Background: an optimization exercise with open tools, aiming at small area and a short achievable clock period. Do not read the settings as production practice. Only simulation tests tie the RTL to the original design; equivalence was not proved.

File: flow/config.mk
export PLATFORM = sky130hd
export DESIGN_NAME = mult_div_pipe
export DESIGN_NICKNAME = mult_div_pipe
export VERILOG_FILES = /design/flow/design.v
export SDC_FILE = /design/flow/constraint.sdc
export NUM_CORES = 4
export LEC_CHECK = 0
export CAP_MARGIN = 20
export CORE_MARGIN = 2
export CORE_UTILIZATION = 40
export SLEW_MARGIN = 20
File: flow/constraint.sdc
create_clock -name core_clock -period 115.0 [get_ports {clk}]
set_input_delay 23.0000 -clock core_clock [delete_from_list [all_inputs] [get_ports {clk}]]
set_output_delay 23.0000 -clock core_clock [all_outputs]
set_load 0.01 [all_outputs]
File: flow/design.v
package PARAMS_pkg;
    parameter INSTR_SIZE = 32;
    parameter ADDR_SIZE = 32;
    parameter WD_SIZE = 32;
    parameter INSTR_REG_SIZE = 5;
    parameter OPCODE_SIZE = 7;
    parameter FUNCT3_SIZE = 3;
    parameter FUNCT7_SIZE = 7;
    parameter IMM_I_SIZE = 12;
    parameter OPCODE_OP = 7'b0110011;  
    parameter OPCODE_IM = 7'b0010011;
    parameter OPCODE_LD = 7'b0000011;
    parameter OPCODE_ST = 7'b0100011;
    parameter OPCODE_BR = 7'b1100011;
    parameter OPCODE_JM = 7'b1101111;
    parameter F7_ADD = 7'b0;
    parameter F7_SUB = 7'b0100000;
    parameter F7_MULDIV = 7'b0000001;
    parameter F3_ADD = 3'b0;
    parameter F3_SUB = 3'b0;
    parameter F3_MUL = 3'b0;
    parameter F3_MULH = 3'b001;
    parameter F3_MULHSU = 3'b010;
    parameter F3_MULHU = 3'b011;
    parameter F3_DIV = 3'b100;
    parameter F3_DIVU = 3'b101;
    parameter F3_REM = 3'b110;
    parameter F3_REMU = 3'b111;
    parameter F3_LDB = 3'b0;
    parameter F3_LDW = 3'b010;
    parameter F3_STB = 3'b0;
    parameter F3_STW = 3'b010;
    parameter F3_BEQ = 3'b0;
    parameter F3_BNE = 3'b001;
    parameter F3_BLT = 3'b100;
    parameter F3_BGE = 3'b101;
    parameter F3_BLTU = 3'b110;
    parameter F3_BGEU = 3'b111;
    parameter MEM_ACCESS_BYTE = 3'b000;
    parameter MEM_ACCESS_HALF = 3'b001;
    parameter MEM_ACCESS_WORD = 3'b010;
    parameter RD = 1'b0;
    parameter WR = 1'b1;
    parameter BOOT_ADDR = 32'h00001000;
    parameter EXCEP_ADDR = 32'h00002000;
    parameter NOP_INSTR = { {{WD_SIZE-7}{1'b0}}, OPCODE_IM};  
    parameter CACHE_LINE_SIZE = 64;  
    parameter CACHE_NUM_LINES = 4;
endpackage
`timescale 1ns/1ps
import PARAMS_pkg::*;
module mult_div #(
    parameter bit FINAL_STAGE = 0
) (
    input clk,
    input reset_n,
    input logic op_i,
    output logic op_o,
    input logic [FUNCT7_SIZE-1:0] funct7_i,
    output logic [FUNCT7_SIZE-1:0] funct7_o,
    input logic [FUNCT3_SIZE-1:0] funct3_i,
    output logic [FUNCT3_SIZE-1:0] funct3_o,
    input logic [WD_SIZE-1:0] op1_data_i,
    output logic [WD_SIZE-1:0] op1_data_o,
    input logic [WD_SIZE-1:0] op2_data_i, 
    output logic [WD_SIZE-1:0] op2_data_o,
    input logic ctrl_reg_write_i,
    output logic ctrl_reg_write_o,
    input logic [INSTR_REG_SIZE-1:0] rd_i,
    output logic [INSTR_REG_SIZE-1:0] rd_o,
    output logic [WD_SIZE-1:0] bypass_ml_data_o,
    output logic bypass_ctrl_reg_write_ml_o,
    output logic valid_result_o,
    output logic [WD_SIZE-1:0] result_o
);
localparam integer DW_SIZE = 2*WD_SIZE;
logic ctrl_reg_write_q, op_q;
logic [FUNCT7_SIZE-1:0] funct7_q;
logic [FUNCT3_SIZE-1:0] funct3_q;
logic [WD_SIZE-1:0] op1_data_q, op2_data_q;
logic [INSTR_REG_SIZE-1:0] rd_q;
assign op_o = op_q;
assign ctrl_reg_write_o = ctrl_reg_write_q;
assign funct7_o = funct7_q;
assign funct3_o = funct3_q;
assign op1_data_o = op1_data_q;
assign op2_data_o = op2_data_q;
assign rd_o = rd_q;
always_ff@(posedge clk) begin
    if (!reset_n) begin
        ctrl_reg_write_q <= 1'b0;
        rd_q <= 5'b0;
    end
    else begin
        op_q <= op_i;
        funct7_q <= funct7_i;
        funct3_q <= funct3_i;
        op1_data_q <= op1_data_i;
        op2_data_q <= op2_data_i;
        rd_q <= ctrl_reg_write_i ? rd_i : 5'b0;
        ctrl_reg_write_q <= ctrl_reg_write_i;
    end
end
logic [DW_SIZE-1:0] mult_result_s, mult_result_su, mult_result_u;
logic signed [WD_SIZE-1:0] op1_s, op2_s;
logic unsigned [WD_SIZE-1:0] op1_u, op2_u;
generate 
logic valid_result_d;
logic [WD_SIZE-1:0] result_d;
    if (FINAL_STAGE == 1) begin
        assign op1_s = signed'(op1_data_i);
        assign op2_s = signed'(op2_data_i);
        assign op1_u = unsigned'(op1_data_i);
        assign op2_u = unsigned'(op2_data_i);
        assign mult_result_s = op1_s * op2_s;
        assign mult_result_u = op1_u * op2_u;
        assign mult_result_su = { {WD_SIZE{op1_data_i[WD_SIZE-1]}}, op1_data_i } * { {WD_SIZE{1'b0}}, op2_data_i };
        logic div_zero, div_ovf;
        assign div_zero = (op2_data_i == {WD_SIZE{1'b0}});
        assign div_ovf = (op1_data_i == {1'b1, {WD_SIZE-1{1'b0}}}) && (op2_data_i == {WD_SIZE{1'b1}});
        logic signed [WD_SIZE-1:0] div_s, rem_s;
        logic [WD_SIZE-1:0] div_u, rem_u;
        assign div_s = op1_s / op2_s;
        assign rem_s = op1_s % op2_s;
        assign div_u = op1_u / op2_u;
        assign rem_u = op1_u % op2_u;
        always_comb begin
            case (funct3_i) 
                F3_MUL: 
                    result_d = mult_result_s[WD_SIZE-1:0];
                F3_MULH: 
                    result_d = mult_result_s[DW_SIZE-1:WD_SIZE];
                F3_MULHSU:
                    result_d = mult_result_su[DW_SIZE-1:WD_SIZE];
                F3_MULHU:
                    result_d = mult_result_u[DW_SIZE-1:WD_SIZE];
                F3_DIV:
                    result_d = div_zero ? {WD_SIZE{1'b1}} : div_ovf ? op1_data_i : div_s;
                F3_DIVU:
                    result_d = div_zero ? {WD_SIZE{1'b1}} : div_u;
                F3_REM:
                    result_d = div_zero ? op1_data_i : div_ovf ? {WD_SIZE{1'b0}} : rem_s;
                default:  
                    result_d = div_zero ? op1_data_i : rem_u;
            endcase
        end
        assign valid_result_d = (op_i) && (funct7_i == F7_MULDIV) && (ctrl_reg_write_i);  
        assign bypass_ml_data_o = result_d;
        assign bypass_ctrl_reg_write_ml_o = ctrl_reg_write_i;
        always_ff@(posedge clk) begin
            if (!reset_n) begin
                valid_result_o <= 1'b0;
            end
            else begin
                valid_result_o <= valid_result_d;
                result_o <= result_d;
            end
        end
    end
endgenerate
endmodule
`timescale 1ns/1ps
import PARAMS_pkg::*;
module mult_div_pipe (
    input clk,
    input reset_n,
    input logic op_i,
    input logic [FUNCT7_SIZE-1:0] funct7_i,
    input logic [FUNCT3_SIZE-1:0] funct3_i,
    input logic [WD_SIZE-1:0] op1_data_i,
    input logic [WD_SIZE-1:0] op2_data_i,
    input logic [INSTR_REG_SIZE-1:0] rd_i,
    input logic ctrl_reg_write_i,
    output logic [INSTR_REG_SIZE-1:0] rd_m0_o,
    output logic [INSTR_REG_SIZE-1:0] rd_m1_o,
    output logic [INSTR_REG_SIZE-1:0] rd_m2_o,
    output logic [INSTR_REG_SIZE-1:0] rd_m3_o,
    output logic [WD_SIZE-1:0] bypass_ml_data_o,
    output logic bypass_ctrl_reg_write_ml_o,
    output logic [INSTR_REG_SIZE-1:0] rd_o,
    output logic ctrl_reg_write_o,
    output logic valid_result_o,
    output logic [WD_SIZE-1:0] result_o
);
wire op_m0_m1, op_m1_m2, op_m2_m3, op_m3_m4;
wire [FUNCT7_SIZE-1:0] funct7_m0_m1, funct7_m1_m2, funct7_m2_m3, funct7_m3_m4;
wire [FUNCT3_SIZE-1:0] funct3_m0_m1, funct3_m1_m2, funct3_m2_m3, funct3_m3_m4;
wire [WD_SIZE-1:0] op1_data_m0_m1, op1_data_m1_m2, op1_data_m2_m3, op1_data_m3_m4;
wire [WD_SIZE-1:0] op2_data_m0_m1, op2_data_m1_m2, op2_data_m2_m3, op2_data_m3_m4;
wire ctrl_reg_write_m0_m1, ctrl_reg_write_m1_m2, ctrl_reg_write_m2_m3, ctrl_reg_write_m3_m4;
wire [INSTR_REG_SIZE-1:0] rd_m0_m1, rd_m1_m2, rd_m2_m3, rd_m3_m4;
assign rd_m0_o = rd_m0_m1;
assign rd_m1_o = rd_m1_m2;
assign rd_m2_o = rd_m2_m3;
assign rd_m3_o = rd_m3_m4;
mult_div #() m0_inst (
    .clk (clk),
    .reset_n (reset_n),
    .op_i (op_i),
    .op_o (op_m0_m1),
    .funct7_i (funct7_i),
    .funct7_o (funct7_m0_m1),
    .funct3_i (funct3_i),
    .funct3_o (funct3_m0_m1),
    .op1_data_i (op1_data_i),
    .op1_data_o (op1_data_m0_m1),
    .op2_data_i (op2_data_i),
    .op2_data_o (op2_data_m0_m1),
    .rd_i (rd_i),
    .rd_o (rd_m0_m1),
    .ctrl_reg_write_i (ctrl_reg_write_i),
    .ctrl_reg_write_o (ctrl_reg_write_m0_m1),
    .bypass_ml_data_o (),
    .bypass_ctrl_reg_write_ml_o (),
    .valid_result_o (),
    .result_o ()
);
mult_div #() m1_inst (
    .clk (clk),
    .reset_n (reset_n),
    .op_i (op_m0_m1),
    .op_o (op_m1_m2),
    .funct7_i (funct7_m0_m1),
    .funct7_o (funct7_m1_m2),
    .funct3_i (funct3_m0_m1),
    .funct3_o (funct3_m1_m2),
    .op1_data_i (op1_data_m0_m1),
    .op1_data_o (op1_data_m1_m2),
    .op2_data_i (op2_data_m0_m1),
    .op2_data_o (op2_data_m1_m2),
    .rd_i (rd_m0_m1),
    .rd_o (rd_m1_m2),
    .ctrl_reg_write_i (ctrl_reg_write_m0_m1),
    .ctrl_reg_write_o (ctrl_reg_write_m1_m2),
    .bypass_ml_data_o (),
    .bypass_ctrl_reg_write_ml_o (),
    .valid_result_o (),
    .result_o ()
);
mult_div #() m2_inst (
    .clk (clk),
    .reset_n (reset_n),
    .op_i (op_m1_m2),
    .op_o (op_m2_m3),
    .funct7_i (funct7_m1_m2),
    .funct7_o (funct7_m2_m3),
    .funct3_i (funct3_m1_m2),
    .funct3_o (funct3_m2_m3),
    .op1_data_i (op1_data_m1_m2),
    .op1_data_o (op1_data_m2_m3),
    .op2_data_i (op2_data_m1_m2),
    .op2_data_o (op2_data_m2_m3),
    .rd_i (rd_m1_m2),
    .rd_o (rd_m2_m3),
    .ctrl_reg_write_i (ctrl_reg_write_m1_m2),
    .ctrl_reg_write_o (ctrl_reg_write_m2_m3),
    .bypass_ml_data_o (),
    .bypass_ctrl_reg_write_ml_o (),
    .valid_result_o (),
    .result_o ()
);
mult_div #() m3_inst (
    .clk (clk),
    .reset_n (reset_n),
    .op_i (op_m2_m3),
    .op_o (op_m3_m4),
    .funct7_i (funct7_m2_m3),
    .funct7_o (funct7_m3_m4),
    .funct3_i (funct3_m2_m3),
    .funct3_o (funct3_m3_m4),
    .op1_data_i (op1_data_m2_m3),
    .op1_data_o (op1_data_m3_m4),
    .op2_data_i (op2_data_m2_m3),
    .op2_data_o (op2_data_m3_m4),
    .rd_i (rd_m2_m3),
    .rd_o (rd_m3_m4),
    .ctrl_reg_write_i (ctrl_reg_write_m2_m3),
    .ctrl_reg_write_o (ctrl_reg_write_m3_m4),
    .bypass_ml_data_o (),
    .bypass_ctrl_reg_write_ml_o (),
    .valid_result_o (),
    .result_o ()
);
mult_div #(
    .FINAL_STAGE (1)
    ) m4_inst (
    .clk (clk),
    .reset_n (reset_n),
    .op_i (op_m3_m4),
    .op_o (),
    .funct7_i (funct7_m3_m4),
    .funct7_o (),
    .funct3_i (funct3_m3_m4),
    .funct3_o (),
    .op1_data_i (op1_data_m3_m4),
    .op1_data_o (),
    .op2_data_i (op2_data_m3_m4),
    .op2_data_o (),
    .rd_i (rd_m3_m4),
    .rd_o (rd_o),
    .ctrl_reg_write_i (ctrl_reg_write_m3_m4),
    .ctrl_reg_write_o (ctrl_reg_write_o),
    .bypass_ml_data_o (bypass_ml_data_o),
    .bypass_ctrl_reg_write_ml_o (bypass_ctrl_reg_write_ml_o),
    .valid_result_o (valid_result_o),
    .result_o (result_o)
);
endmodule
File: flow/run.sh
#!/bin/bash
# synth_recipe.tcl (not shown) runs the flow's synth.tcl, then flattens the netlist and writes it again
# the make line also repeats each setting of config.mk as NAME=value (left out here)
make -C /OpenROAD-flow-scripts/flow DESIGN_CONFIG=/design/flow/config.mk WORK_HOME=/design/flow/orfs CLKGATE_MAP_FILE= SYNTH_SCRIPT=/design/flow/synth_recipe.tcl finish
==> results.txt <==
==> final timing paths <==
path / endpoint / slack (ns) / cells after the start
worst max-delay path: bypass_ml_data_o[30] / 4.29 / 354
worst min-delay path: m1_inst.op2_data_q[20]$_DFFE_PP_ / 0.35 / 0
worst max register to register: m4_inst.result_o[28]$_DFFE_PP_ / 27.95 / 353
worst min register to register: m1_inst.op2_data_q[20]$_DFFE_PP_ / 0.35 / 0
==> sequential cells by signal (all words and copies together) (netlist names), 3 cells and up <==
signal              flops
m0_inst.funct3_q        3
m0_inst.funct7_q        7
m0_inst.op1_data_q     32
m0_inst.op2_data_q     32
m0_inst.rd_q            5
m1_inst.funct3_q        3
m1_inst.funct7_q        7
m1_inst.op1_data_q     32
m1_inst.op2_data_q     32
m1_inst.rd_q            5
m2_inst.funct3_q        3
m2_inst.funct7_q        7
m2_inst.op1_data_q     32
m2_inst.op2_data_q     32
m2_inst.rd_q            5
m3_inst.funct3_q        3
m3_inst.funct7_q        7
m3_inst.op1_data_q     32
m3_inst.op2_data_q     32
m3_inst.rd_q            5
m4_inst.rd_q            5
m4_inst.result_o       32
==> per-layer routing <==
layer  wire (um)  part of all wire, %  vias up
li1            -                    -    62900
met1      277000                   40    69900
met2      296000                   42     7549
met3       71600                   10     1648
met4       54200                  7.8       44
met5         310                0.044        -
==> kinds of logic after synthesis <==
family,Yosys count,synth area share [%]
simple gates,5154,16.3
mux,140,1.01
xor+xnor,982,5.80
fa+ha+maj,3998,45.3
buf+inv,3256,8.31
flops,363,7.14
compound gates,3665,16.2
==> timing repair <==
item | in CTS | in global routing
setup endpoints to repair | 0 | 32
resized for setup | 0 | 78
buffers inserted | 0 | 15
==> layout by cell type, fill, tap and decap left out, types with 332 or more instances in the layout <==
master / count
buf_4: 2182
ha_1: 1718
nor2_1: 1537
a21oi_1: 1018
xor2_1: 348
nand2_1: 1576
xnor2_1: 611
edfxtp_1: 332
fa_1: 2277
inv_1: 2593
a21o_1: 352
o21ai_0: 647
==> Yosys cell counts, drive strengths merged (37+ instances only) <==
library cell	n	area, sq um
or2	104	651
a21oi	1031	5160
a31o	40	350
edfxtp	332	9970
nand2b	137	857
xor2	349	3060
o22ai	50	313
xnor2	633	5540
mux2i	66	661
and2	305	1910
o21a	248	1860
inv	2618	9830
nor4	89	621
clkbuf	466	1750
or3	131	820
a31oi	172	1080
nor2b	137	857
fa	2279	45600
and4	37	324
nand4	140	888
and3	127	795
a41oi	39	342
nand3	321	1610
a221oi	75	663
o221ai	41	365
o21ai	679	3400
mux2	74	833
o211ai	112	860
buf	161	712
a21o	353	2650
nor2	1552	5840
o31ai	101	763
o21bai	88	661
a21boi	59	447
nand2	1580	5940
ha	1719	21500
a211oi	122	926
or4	44	338
nor3	355	1860
==> critical path: cells and delay by family, from the launching register on <==
family | cells | cell delay [ns]
fa+ha+maj | 32 | 9.34
simple gates | 114 | 26.90
compound gates | 150 | 38.14
xor+xnor | 1 | 0.20
flops | 1 | 0.71
mux | 6 | 2.28
buf+inv | 51 | 9.24
==> area by class of cell <==
type / instances / area (sq um) / share of cell area, %
inverters: 2629 / 9880 / 5.72
repair buffers: 2375 / 18500 / 10.7
diodes: 52 / 130 / 0.0753
well taps: 4950 / 6190 / 3.58
clock inverters: 20 / 176 / 0.102
multi-input cells: 13900 / 126000 / 73.1
clock buffers: 47 / 1000 / 0.581
flip-flops and latches: 363 / 10600 / 6.13
==> per-stage QoR <==
| stage | setup WS [ns] | instances | hold slack [ns] | setup TNS [ns] |
|---|---|---|---|---|
| finish | 4.29 | 24400 | 0.350 | 0 |
| global route | -0.0788 | 24300 | 0.364 | -0.0788 |
| CTS | 1.18 | 24300 | 0.349 | 0 |
| detailed placement | 2.36 | 24200 | 0.405 | 0 |
| global placement | 2.28 | 24200 | 0.400 | 0 |
| floorplan | 8.53 | 17600 | 0.400 | 0 |
==> flow_summary_export.csv <==
group,metric,value,unit
sta,fin_crit,110.71,ns
placed_design,io_buffers,174,
route,via_count,142000,
setup_path,worstSetupEndpointType,"output port",
setup_path,start_kind,"register",
yosys,async_flop_share,0,%
clock_network,cts_hold_repair.buffers,0,
clock_network,cts_buffer_depth,3,
sta,setup_viol,0,
min_path,holdCritStartpoint,"m0_inst.op2_data_q[20]$_DFFE_PP_",
clock_network,cts_tree,"built",
layout,areaGrowthSynthToFinish,16.5,%
layout,drive_above_1_share,14.1,%
yosys,netlist_area,148000,sq um
sta,max_slew_margin,9.18,%
setup_path,crit_start,"m3_inst.op2_data_q[26]$_DFFE_PP_",
floorplan,rows,223,
grt,met2_usage,55.1,%
yosys,synthFlopType,"edfxtp_1",
layout,post-route-util,46.8,%
route,drtPass1Iterations,9,
grt,grt_remaining_overflow,0,
yosys,synth_edf_count,332,
floorplan,coreArea,369000,sq um
clock_network,clk_latency,0.73,ns
clock_network,clock-root-buffer,"clkbuf_16",
grt,met3_usage,8.42,%
setup_path,cp_slowest_cell,"or4_1",
setup_path,cp_max_fo,20,
floorplan,die_w,613,um
run,max-cap-violations,0,
placed_design,dpl-instance-area,171000,sq um
grt,grt_max_degree,115,
route,drt.antenna.violating_nets,0,
sta,fmax,9.03,MHz
placed_design,detailed_place_hpwl,580000,um
clock_network,cts.sinks,363,
clock_network,cts_buffers,37,
clock_network,cts_htree_levels,2,
grt,grt_pass1_wl,994000,um
floorplan,fp.dieH,613,um
sta,finClkSkew,0.104,ns
yosys,netlist-cell-type-count,121,
placed_design,place_congestion,1.08,
clock_network,clk_pin_slew,0.06,ns
setup_path,critical-path-max-stage-delay,0.76,ns
min_path,hp-class,"register to register",
layout,fillerInstances,36300,
setup_path,critPathRequiredTime,92.00,ns
setup_path,reg2reg_from,"m3_inst.op2_data_q[26]$_DFFE_PP_",
setup_path,crit_path_frequent_cell,"buf_4",
grt,grt_pass1_vias,140000,
sta,worst_pin_slew,1.35,ns
floorplan,initial_core_util,40.2,%
layout,design_area,173000,sq um
yosys,syn-mean-instance-area,8.45,sq um
route,drc,0,
grt,grt_use_total,36.7,%
route,wl,698000,um
sta,min_period_over_period,96.3,%
setup_path,crit_type,"register to output port",
route,first_iter_violations,15200,
status,status,"timing/DRC/antenna clean",
sta,slew_violations,0,
grt,antenna_found_initial,76,
grt,grt_busiest_layer,"met2",
yosys,ys_seq_area_share,7.14,%
layout,nNetsFinal,23400,
route,routedWlPerCell,28.6,um
route,viasPerCell,5.83,
floorplan,io_pins,175,
yosys,syn_nets,21600,
grt,gr-usage-met1,47.5,%
setup_path,crit_arrival,87.71,ns
yosys,postSynthCellCount,17600,
yosys,synth-seq-cells,363,
floorplan,die_area,376000,sq um
yosys,yosys_warnings,2,
sta,report.final.hold_viol_count,0,

==> afterwards: timing with drivers on the ports <==
The results above use ideal ports. As a check the final layout listed here was re-extracted and re-timed, cells and wires unchanged. Step 1, drivers: a clkbuf_16 drives clk and a buf_2 each remaining input, both assumed. Step 2, shift: input delay + t, output delay - t, t = (earliest + latest rising clock arrival at the registers) / 2. This alone moves slack from input paths to output paths. Three values: ideal, step 1, step 2; two values: the first two.
shift t [ns]: 0.735
setup slack, ns: 4.289 / 4.227 / 4.962
worst setup path after step 2: register to output
After both steps this run still meets setup and hold. For this run, drivers alone change the setup slack by -0.062 ns; drivers and shift together by +0.673 ns.
